Background: an optimization exercise with open tools, aiming at a short achievable clock period and few clock cycles per item. Do not read the settings as production practice.
In this exercise RTL edits were held to simulation tests only and were not proved equivalent to the original.
Power and IR drop assume default switching activity.

==> flow/design.v <==
module memory (
    input  logic        clk,
    input  logic        reset,
    input  logic        we,
    input  logic        w_ld,      
    input  logic [6:0]  wa,
    input  logic [10:0] wd_ld,
    input  logic [10:0] wd_st,
    input  logic        pu_v,
    input  logic [6:0]  pu_a,
    input  logic        pu_d,
    input  logic [6:0]  fpc,
    output logic [55:0] fb,
    input  logic [6:0]  da,
    output logic [10:0] ma,
    input  logic [6:0]  db,
    output logic [10:0] mb
);
    typedef struct packed {
        logic       hlt;
        logic       enA;
        logic [1:0] kA;       
        logic [6:0] da;
        logic       enB;
        logic [1:0] kB;
        logic [6:0] db;
        logic       fa_in;    
        logic       fb_in;    
        logic       fb_v1;    
        logic       enS;
        logic [1:0] sS;       
        logic [6:0] sa;
        logic       enO;
        logic [1:0] sO;       
        logic       cnd;      
        logic       brz;
        logic       pred;     
        logic [6:0] tgt;
        logic [1:0] n;        
        logic [6:0] nxt;      
    } bundle_t;
    logic [10:0] raw [0:99];
    logic [3:0]  op  [0:99];
    logic [6:0]  opd [0:99];
    logic        pb  [0:99];
    logic [99:0][55:0] bt;
    function automatic logic [10:0] dec(input logic [10:0] w);
        logic [10:0] r;
        logic [21:0] ge;
        r = '0;
        ge[0] = 1'b1;
        ge[21] = 1'b0;
        for (int k = 1; k <= 20; k++) ge[k] = (w >= 11'(100 * k));
        for (int k = 0; k <= 20; k++)
            if (ge[k] && !ge[k + 1])
                r = r | {4'(k % 16), 7'(w[6:0] - 7'((100 * k) % 128))};
        dec = r;
    endfunction
    function automatic logic [55:0] mkb(input logic [11:0] o_f, input logic [20:0] d_f,
                                        input logic [2:0] p, input logic [6:0] j);
        bundle_t b;
        logic [3:0] o [0:2];
        logic [6:0] d [0:2];
        logic [1:0] nm;
        logic ns, no, stop, inc, isH, isM, isS, isO, isB, firstlda;
        logic [1:0] k;
        for (int i = 0; i < 3; i++) begin
            o[i] = o_f[4 * i +: 4];
            d[i] = d_f[7 * i +: 7];
        end
        b = '0;
        nm = 2'd0; ns = 1'b0; no = 1'b0; stop = 1'b0; firstlda = 1'b0;
        for (int i = 0; i < 3; i++) begin
            isH = (o[i] == 4'd0);
            isM = (o[i] == 4'd1) || (o[i] == 4'd2) || (o[i] == 4'd5);
            isS = (o[i] == 4'd3);
            isO = (o[i] == 4'd9);
            isB = (o[i] == 4'd6) || (o[i] == 4'd7) || (o[i] == 4'd8);
            k = (o[i] == 4'd5) ? 2'd0 : (o[i] == 4'd1) ? 2'd1 : 2'd2;
            if (i == 0) inc = 1'b1;
            else inc = !stop && !isH && !(isS && ns) && !(isO && no) &&
                       !(isM && nm == 2'd2) &&
                       !(isM && nm == 2'd1 && !firstlda && o[i] != 4'd5);
            if (!inc) stop = 1'b1;
            else begin
                b.n = 2'(i + 1);
                if (isH) begin
                    b.hlt = 1'b1;
                    stop = 1'b1;
                end
                if (isM) begin
                    if (nm == 2'd0) begin
                        b.enA = 1'b1; b.kA = k; b.da = d[i];
                        b.fa_in = ns && (b.sa == d[i]);
                        firstlda = (o[i] == 4'd5);
                    end else begin
                        b.enB = 1'b1; b.kB = k; b.db = d[i];
                        b.fb_in = ns && (b.sa == d[i]);
                        b.fb_v1 = (b.sS == 2'd1);
                    end
                    nm = nm + 2'd1;
                end
                if (isS) begin
                    b.enS = 1'b1; b.sS = nm; b.sa = d[i]; ns = 1'b1;
                    if (7'(d[i] - j) > 7'(i) && 7'(d[i] - j) < 7'd3) stop = 1'b1;
                end
                if (isO) begin
                    b.enO = 1'b1; b.sO = nm; no = 1'b1;
                end
                if (isB) begin
                    b.cnd = (o[i] != 4'd6);
                    b.brz = (o[i] == 4'd7);
                    b.tgt = d[i];
                    b.pred = (o[i] == 4'd6) || ((o[i] == 4'd8) ^ p[i]);
                    stop = 1'b1;
                end
            end
        end
        b.nxt = b.pred ? b.tgt : 7'(j + 7'(b.n));
        mkb = b;
    endfunction
    logic [10:0] dl, ds, dw;
    assign dl = dec(wd_ld);
    assign ds = dec(wd_st);
    assign dw = w_ld ? dl : ds;
    always_ff @(posedge clk) begin
        if (we) begin
            raw[wa] <= w_ld ? wd_ld : wd_st;
            op[wa]  <= dw[10:7];
            opd[wa] <= dw[6:0];
        end
    end
    always_ff @(posedge clk or posedge reset) begin
        if (reset) begin
            for (int j = 0; j < 100; j++) pb[j] <= 1'b0;
        end else if (pu_v) begin
            pb[pu_a] <= pu_d;
        end
    end
    for (genvar j = 0; j < 100; j++) begin : g_bt
        logic [11:0] o;
        logic [20:0] d;
        logic [2:0]  p;
        for (genvar i = 0; i < 3; i++) begin : g_i
            if (j + i < 100) begin : g_in
                assign o[4 * i +: 4] = op[j + i];
                assign d[7 * i +: 7] = opd[j + i];
                assign p[i] = pb[j + i];
            end else begin : g_out
                assign o[4 * i +: 4] = 4'd0;
                assign d[7 * i +: 7] = 7'd0;
                assign p[i] = 1'b0;
            end
        end
        logic [55:0] q;
        always_ff @(posedge clk) q <= mkb(o, d, p, 7'(j));
        assign bt[j] = q;
    end
    bundle_t hb;
    always_comb begin
        hb = '0;
        hb.hlt = 1'b1;
        hb.n = 2'd1;
        hb.nxt = fpc + 7'd1;
    end
    assign fb = (fpc < 7'd100) ? bt[fpc] : hb;
    assign ma = (da < 7'd100) ? raw[da] : 11'd0;
    assign mb = (db < 7'd100) ? raw[db] : 11'd0;
endmodule
module cpu (
    input logic clk,
    input logic reset,
    input logic cont,
    input logic prog_we,
    input logic [6:0] prog_addr,
    input logic [10:0] prog_data,
    output logic signed [10:0] out,
    output logic out_valid,
    output logic halted
);
    typedef struct packed {
        logic       hlt;
        logic       enA;
        logic [1:0] kA;
        logic [6:0] da;
        logic       enB;
        logic [1:0] kB;
        logic [6:0] db;
        logic       fa_in;
        logic       fb_in;
        logic       fb_v1;
        logic       enS;
        logic [1:0] sS;
        logic [6:0] sa;
        logic       enO;
        logic [1:0] sO;
        logic       cnd;
        logic       brz;
        logic       pred;
        logic [6:0] tgt;
        logic [1:0] n;
        logic [6:0] nxt;
    } bundle_t;
    function automatic logic [10:0] wrap(input logic [10:0] x);
        if (!x[10] && x[9:5] == 5'b11111 && (x[4] || x[3]))
            wrap = {5'b10000, 6'(x[5:0] + 6'd49)};
        else
            wrap = x;
    endfunction
    function automatic logic near(input logic [6:0] a, input logic [6:0] pc);
        logic [6:0] t;
        t = a - pc;
        near = t < 7'd3;
    endfunction
    logic        lw_v;
    logic [6:0]  lw_a;
    logic [10:0] lw_d;
    always_ff @(posedge clk) begin
        lw_v <= prog_we;
        lw_a <= prog_addr;
        lw_d <= prog_data;
    end
    logic        sb_v;
    logic [6:0]  sb_a;
    logic [10:0] sb_d;
    logic        s2_v;
    logic [6:0]  s2_a;
    logic        mem_we;
    logic [6:0]  mem_wa;
    assign mem_we = lw_v || sb_v;
    assign mem_wa = lw_v ? lw_a : sb_a;
    always_ff @(posedge clk) begin
        s2_v <= mem_we;
        s2_a <= mem_wa;
    end
    logic [6:0]  pc_f;
    logic        v_r;
    logic [6:0]  pc_r;
    bundle_t     b_r;
    logic        v_e;
    logic [6:0]  pc_e;
    bundle_t     b_e;
    logic [10:0] ma_e, mb_e;
    logic        fa_e, fb_e;     
    logic        v_w, brz_w, pred_w;
    logic [6:0]  tgt_w, ft_w, bpc_w;
    logic [10:0] acc;
    logic [55:0] f_b;
    bundle_t     fb;
    logic [10:0] m_a, m_b;
    logic        pu_v, pu_d;
    assign fb = f_b;
    memory mem (.clk(clk), .reset(reset),
                .we(mem_we), .w_ld(lw_v), .wa(mem_wa), .wd_ld(lw_d), .wd_st(sb_d),
                .pu_v(pu_v), .pu_a(bpc_w), .pu_d(pu_d),
                .fpc(pc_f), .fb(f_b),
                .da(b_r.da), .ma(m_a), .db(b_r.db), .mb(m_b));
    logic cond_w, mp_w;
    always_comb begin
        cond_w = brz_w ? (acc == 11'd0) : !acc[10];
        mp_w   = v_w && (cond_w != pred_w);
        pu_v   = v_w;
        pu_d   = cond_w ^ !brz_w;
    end
    logic [10:0] a_in, wa_v, v1, sa_e, v2lda, b_alu, v2alu, v2, fin, stv, outv;
    logic        ev;      
    always_comb begin
        ev = v_e && !mp_w;
        a_in  = b_e.fa_in ? acc : (fa_e ? sb_d : ma_e);
        wa_v  = wrap(a_in);
        case (b_e.kA)
            2'd1:    sa_e = wrap(acc + a_in);
            2'd2:    sa_e = wrap(acc - a_in);
            default: sa_e = wa_v;
        endcase
        v1 = sa_e;
        if (b_e.fb_in)
            v2lda = b_e.fb_v1 ? v1 : acc;
        else
            v2lda = wrap(fb_e ? sb_d : mb_e);
        b_alu = b_e.fb_in ? (b_e.fb_v1 ? wa_v : acc) : (fb_e ? sb_d : mb_e);
        v2alu = (b_e.kB == 2'd2) ? wrap(wa_v - b_alu) : wrap(wa_v + b_alu);
        v2 = (b_e.kB == 2'd0) ? v2lda : v2alu;
        fin = b_e.enB ? v2 : (b_e.enA ? v1 : acc);
        case (b_e.sS)
            2'd0:    stv = acc;
            2'd1:    stv = v1;
            default: stv = v2;
        endcase
        case (b_e.sO)
            2'd0:    outv = acc;
            2'd1:    outv = v1;
            default: outv = v2;
        endcase
    end
    logic se_v;
    logic smc_r, stall_f, halt_e;
    always_comb begin
        se_v    = v_e && b_e.enS;
        halt_e  = ev && b_e.hlt;
        smc_r   = v_r && se_v && near(b_e.sa, pc_r);
        stall_f = halted ||
                  (se_v && near(b_e.sa, pc_f)) ||
                  (sb_v && near(sb_a, pc_f)) ||
                  (lw_v && near(lw_a, pc_f)) ||
                  (s2_v && near(s2_a, pc_f));
    end
    logic [10:0] ra, rb;
    always_comb begin
        ra = (sb_v && sb_a == b_r.da) ? sb_d : m_a;
        rb = (sb_v && sb_a == b_r.db) ? sb_d : m_b;
    end
    always_ff @(posedge clk or posedge reset) begin
        if (reset) begin
            pc_f <= 7'd0;
            v_r <= 1'b0;
            pc_r <= 7'd0;
            b_r <= '0;
            v_e <= 1'b0;
            pc_e <= 7'd0;
            b_e <= '0;
            ma_e <= 11'd0;
            mb_e <= 11'd0;
            fa_e <= 1'b0;
            fb_e <= 1'b0;
            v_w <= 1'b0;
            brz_w <= 1'b0;
            pred_w <= 1'b0;
            tgt_w <= 7'd0;
            ft_w <= 7'd0;
            bpc_w <= 7'd0;
            acc <= 11'd0;
            sb_v <= 1'b0;
            sb_a <= 7'd0;
            sb_d <= 11'd0;
            out <= 11'sd0;
            out_valid <= 1'b0;
            halted <= 1'b0;
        end else begin
            if (ev) acc <= fin;
            sb_v <= ev && b_e.enS;
            sb_a <= b_e.sa;
            sb_d <= stv;
            out_valid <= ev && b_e.enO;
            if (ev && b_e.enO) out <= outv;
            v_w <= ev && b_e.cnd;
            brz_w <= b_e.brz;
            pred_w <= b_e.pred;
            tgt_w <= b_e.tgt;
            ft_w <= pc_e + 7'(b_e.n);
            bpc_w <= pc_e + 7'(b_e.n) - 7'd1;
            pc_e <= pc_r;
            b_e <= b_r;
            ma_e <= ra;
            mb_e <= rb;
            fa_e <= se_v && (b_e.sa == b_r.da);
            fb_e <= se_v && (b_e.sa == b_r.db);
            pc_r <= pc_f;
            b_r <= fb;
            if (halted && cont) halted <= 1'b0;
            if (mp_w) begin
                v_e <= 1'b0;
                v_r <= 1'b0;
                pc_f <= cond_w ? tgt_w : ft_w;
            end else if (halt_e) begin
                halted <= 1'b1;
                v_e <= 1'b0;
                v_r <= 1'b0;
                pc_f <= pc_e + 7'd1;
            end else if (smc_r) begin
                v_e <= 1'b0;
                v_r <= 1'b0;
                pc_f <= pc_r;
            end else if (stall_f) begin
                v_e <= v_r;
                v_r <= 1'b0;
            end else begin
                v_e <= v_r;
                v_r <= 1'b1;
                pc_f <= fb.nxt;
            end
        end
    end
endmodule
==> flow/run.sh <==
#!/bin/bash
# synth_recipe.tcl (not shown) runs the flow's synth.tcl, then flattens the netlist and writes it again
# the make line also repeats each setting of config.mk as NAME=value (left out here)
make -C /OpenROAD-flow-scripts/flow DESIGN_CONFIG=/design/flow/config.mk WORK_HOME=/design/flow/orfs CLKGATE_MAP_FILE= SYNTH_SCRIPT=/design/flow/synth_recipe.tcl finish
==> flow/config.mk <==
export PLATFORM = sky130hd
export DESIGN_NAME = cpu
export DESIGN_NICKNAME = cpu
export VERILOG_FILES = /design/flow/design.v
export SDC_FILE = /design/flow/constraint.sdc
export NUM_CORES = 4
export LEC_CHECK = 0
export ABC_CLOCK_PERIOD_IN_PS = 3000
export CAP_MARGIN = 20
export CORE_MARGIN = 2
export CORE_UTILIZATION = 40
export SETUP_SLACK_MARGIN = 5
export SLEW_MARGIN = 20
==> flow/constraint.sdc <==
create_clock -name core_clock -period 10.0 [get_ports {clk}]
set_input_delay 2.0000 -clock core_clock [delete_from_list [all_inputs] [get_ports {clk}]]
set_output_delay 2.0000 -clock core_clock [all_outputs]
set_load 0.01 [all_outputs]
==> qor.txt <==
Die W = 1.01 mm
Lkg Pwr = 0.174 uW
Gr usage total = 0.373
Fin nets = 40400
Crit path launch type = flop
Clock power share = 0.336
Slowest cell on crit path = a311o_1
Pwr/cell area = 222 nW/um2
Async S/R FF share, synth = 0.0368
H-tree levels = 6
Seq/Total Area, Yosys = 0.455
PortBufs = 34
Core Footprint = 1020000 um2
Avg Cell Area, Syn = 10.4 um2
Sequential Power Share = 0.359
Starting DRT DRC Count = 60000
Largest cells by area after synthesis = dfxtp_1 (28%), edfxtp_1 (16%), mux4_2 (14%), ha_1 (4.0%), nand2_1 (3.9%)
DPL Wire Length = 1470 mm
WP data required = 11.05 ns
Antenna-violating nets left = 0
Routed WL = 2010 mm
CTS tree = built
Dominant cell type by area after synthesis = dfxtp_1
I/O pin cnt = 35
Reg2Reg Depth = 24
CTS Root Cell = clkbuf_16
Share of the synthesized area in the top cell type = 0.275
Status = no timing/DRC/antenna violations
Rows = 371
Yosys warnings = 203
Worst VDD drop = 352 uV
Min-Delay Path Class = flop to flop
Gr ovfl total = 0
Final worst-path cycle share = 0.528
Post-Layout Inst Area = 469000 um2
Critical Path AT = 6.33 ns
Dpl cell area = 426000 um2
Minimum clock period = 5.28 ns
Share of post-route cells with drive strength above 1 = 0.190
Largest net degree at the start of global routing = 143
Synth Register Bits = 8108
Crit-path cells = buf_6 > buf_6 > mux2_4 > mux2i_4 > a211o_1 > nor2_4 > buf_12 > xnor2_4 > nand2_1 > o211ai_1 > o21ai_1 > ha_2 > fa_2 > a211oi_4 > o21ai_2 > a21o_1 > a222oi_1 > nand3_1 > mux2i_4 > nand2_4 > a311o_1 > o21bai_4 > nand2_2 > o21ai_2
Die height = 1.01 mm
Switching share of total power = 0.364
Post-Syn Instances = 39300
Worst Tran Pin Value = 1.34 ns
Total CTS buffers = 886
RSZ-0062 raised after global routing = yes
Avg WL per Cell = 37.3 um
Worst Path Max Fanout = 7
Max incr delay on CP = 0.45 ns
P&R area growth vs syn = 14.8%
CTS Sinks = 8108
DRT Pass-1 Iters = 14
Critical path class = flop to flop
CP endpoint kind = flop
Clock transition at path regs = 0.07 ns
Synthesized area = 408000 um2
Worst skew pair latency = 1.32 ns
GP Congestion = 1.02
Skew final = 0.156 ns
Total number of vias = 354000
Worst Setup Slack, final = 4.72 ns
Final setup viols = 0
Fillcell total = 94400
Switching pwr = 37900 uW
Final Power = 104000 uW
Die area = 1030000 um2
Max-Cap Viols = 0
Comb power frac = 0.305
Max Slew Vio Count = 0
Setup_tns = 0 ns
Power Internal = 66300 uW
Global-route wire length before repair = 2720 mm
Ys flop type = dfxtp_1
Max Clk Rate = 0.190 GHz
Yosys cell types = 114
Hold WS = 0.344 ns
Slew HR = 0.103
Pre-CTS setup slack = 2.68 ns
Min-Delay Path Depth = 0
Post-synth EDFFs = 2200
Clock buffer depth = 5
Vias per inst = 6.58
Final hold vios = 0
Initial Util = 0.401
Initial antenna violation count = 317
Drc violations = 0
CTS Hold Bufs = 0
Vias in the first global route = 328000
## sequential cells by signal, summed over array words and instances, names as in the netlist, 7 cells and up
register    cells
acc            11
b_e            35
b_r            49
bpc_w           7
ft_w            7
lw_a            7
lw_d           11
ma_e           11
mb_e           11
mem.g_bt.q   5583
mem.op        400
mem.opd       700
mem.pb        100
mem.raw      1100
out            11
pc_e            7
pc_f            7
pc_r            7
s2_a            7
sb_a            7
sb_d           11
tgt_w           7
## path summary, 6_finish.rpt
kind	start	end	slack, ns
worst max-delay path	fa_e$_DFF_PP0_	sb_d[7]$_DFF_PP0_	4.72
worst min register to register	b_r[27]$_DFF_PP0_	b_e[27]$_DFF_PP0_	0.34
min in group asynchronous	reset	out_valid$_DFF_PP0_	1.28
worst max register to register	fa_e$_DFF_PP0_	sb_d[7]$_DFF_PP0_	4.72
worst min-delay path	b_r[27]$_DFF_PP0_	b_e[27]$_DFF_PP0_	0.34
max in group asynchronous	reset	mem.pb[73]$_DFFE_PP0P_	7.08
## routing by layer
layer,GRT usage,vias to the layer above,wire length [um]
met2,0.522,26200,814000
met3,0.124,4922,279000
met1,0.498,178000,767000
met4,0.222,166,146000
li1,-,145000,-
met5,0.00519,-,1570
## synth_stat cells (all sizes together), types with 141 or more instances
| cell type | n |
|---|---|
| dfxtp | 5610 |
| nand2 | 4245 |
| clkbuf | 2643 |
| nor2 | 2590 |
| mux4 | 2466 |
| o21ai | 2267 |
| edfxtp | 2200 |
| a21oi | 1968 |
| inv | 1628 |
| ha | 1298 |
| xnor2 | 1142 |
| nand3 | 973 |
| nor3 | 807 |
| a22oi | 630 |
| buf | 529 |
| xor2 | 478 |
| nor2b | 458 |
| nand4 | 419 |
| nor4 | 410 |
| mux2i | 402 |
| nand2b | 387 |
| a222oi | 384 |
| a31oi | 369 |
| dfrtp | 298 |
| and2 | 293 |
| a32oi | 262 |
| o211ai | 248 |
| o31ai | 248 |
| a21o | 247 |
| o22ai | 231 |
| or3 | 219 |
| a221oi | 208 |
| or2 | 202 |
| a21boi | 195 |
| o221ai | 178 |
| and3 | 177 |
| mux2 | 176 |
| o21bai | 141 |
## area by class of cell
cell class                 instances  area [um2]  area share
clock inverter                   395        4630     0.00988
tap                            13600       17000      0.0363
sequential                      8108      186000       0.397
clock buffer                    1263       26100      0.0557
antenna                          324         811     0.00173
timing repair inverter             6        30.0   0.0000641
multi-input combinational      26300      210000       0.449
inverter                        1692        6610      0.0141
timing repair buffer            2115       17300      0.0370
## placed cells by master (no fill, tap or decap), types with 939 or more instances in the layout
cell type  instances
a21oi_1         1884
buf_4           1883
clkbuf_16        939
dfxtp_1         5606
edfxtp_1        2200
ha_1            1274
inv_1           1548
mux4_2          2466
nand2_1         4162
nor2_1          2398
o21ai_0         2158
xnor2_1         1133
## power groups by stage
stage,clock network (uW),logic [uW],registers (uW)
after floorplan,0,16200,37100
after global placement,0,29000,38100
after detailed placement,0,29000,38100
after CTS,35000,30100,37300
after global routing,36300,32100,37400
final,35000,31800,37400
## worst max-delay path: cells and delay by family, from the launching register on
kind	cells	cell delay, ns
flops	1	0.41
fa+ha+maj	2	0.61
simple gates	5	0.55
xor+xnor	1	0.19
mux	3	0.77
compound gates	10	2.18
buf+inv	3	0.39
## cells by family after synthesis
kind of cell	synth area share
simple gates	0.133
buf+inv	0.0451
compound gates	0.141
mux	0.151
fa+ha+maj	0.0403
other cells	0.00000918
xor+xnor	0.0348
flops	0.455
## timing repair
action,in CTS,in global routing
resized for setup,801,570
buffers inserted,291,380
cloned,7,6
pin swaps,94,101
endpoints found under the setup margin,4339,3035
## through the flow
step                      instances   util
after CTS                     53100  0.454
after floorplan               39300      -
after global placement        51100  0.418
after detailed placement      51100  0.418
final                         53800  0.460
after global routing          53700  0.460
Testbench counts, summed over its fixed seeds: cycles 48,492, programs 192.

## separate check: timing with driven ports
The results above use ideal ports. As a check the final layout listed here was re-extracted and re-timed, cells and wires unchanged.
Step 1 sets driving cells, clkbuf_16 on the clock port and buf_2 on the other inputs (assumed; they add their load-dependent delay and slew).
Step 2, shift: input delay + t, output delay - t, t = (earliest + latest rising clock arrival at the registers) / 2. This alone moves slack from input paths to output paths.
Three values: ideal ports, drivers, drivers and shift; two values: the first two.
t, ns: 1.430
setup slack, ns: 4.724 / 4.724 / 4.724
worst setup path at the end: register to register
cell pins on the clock port's net: 1
After both steps setup and hold are still met in this run. For this run, drivers alone change the setup slack by 0.000 ns; drivers and shift together by 0.000 ns.
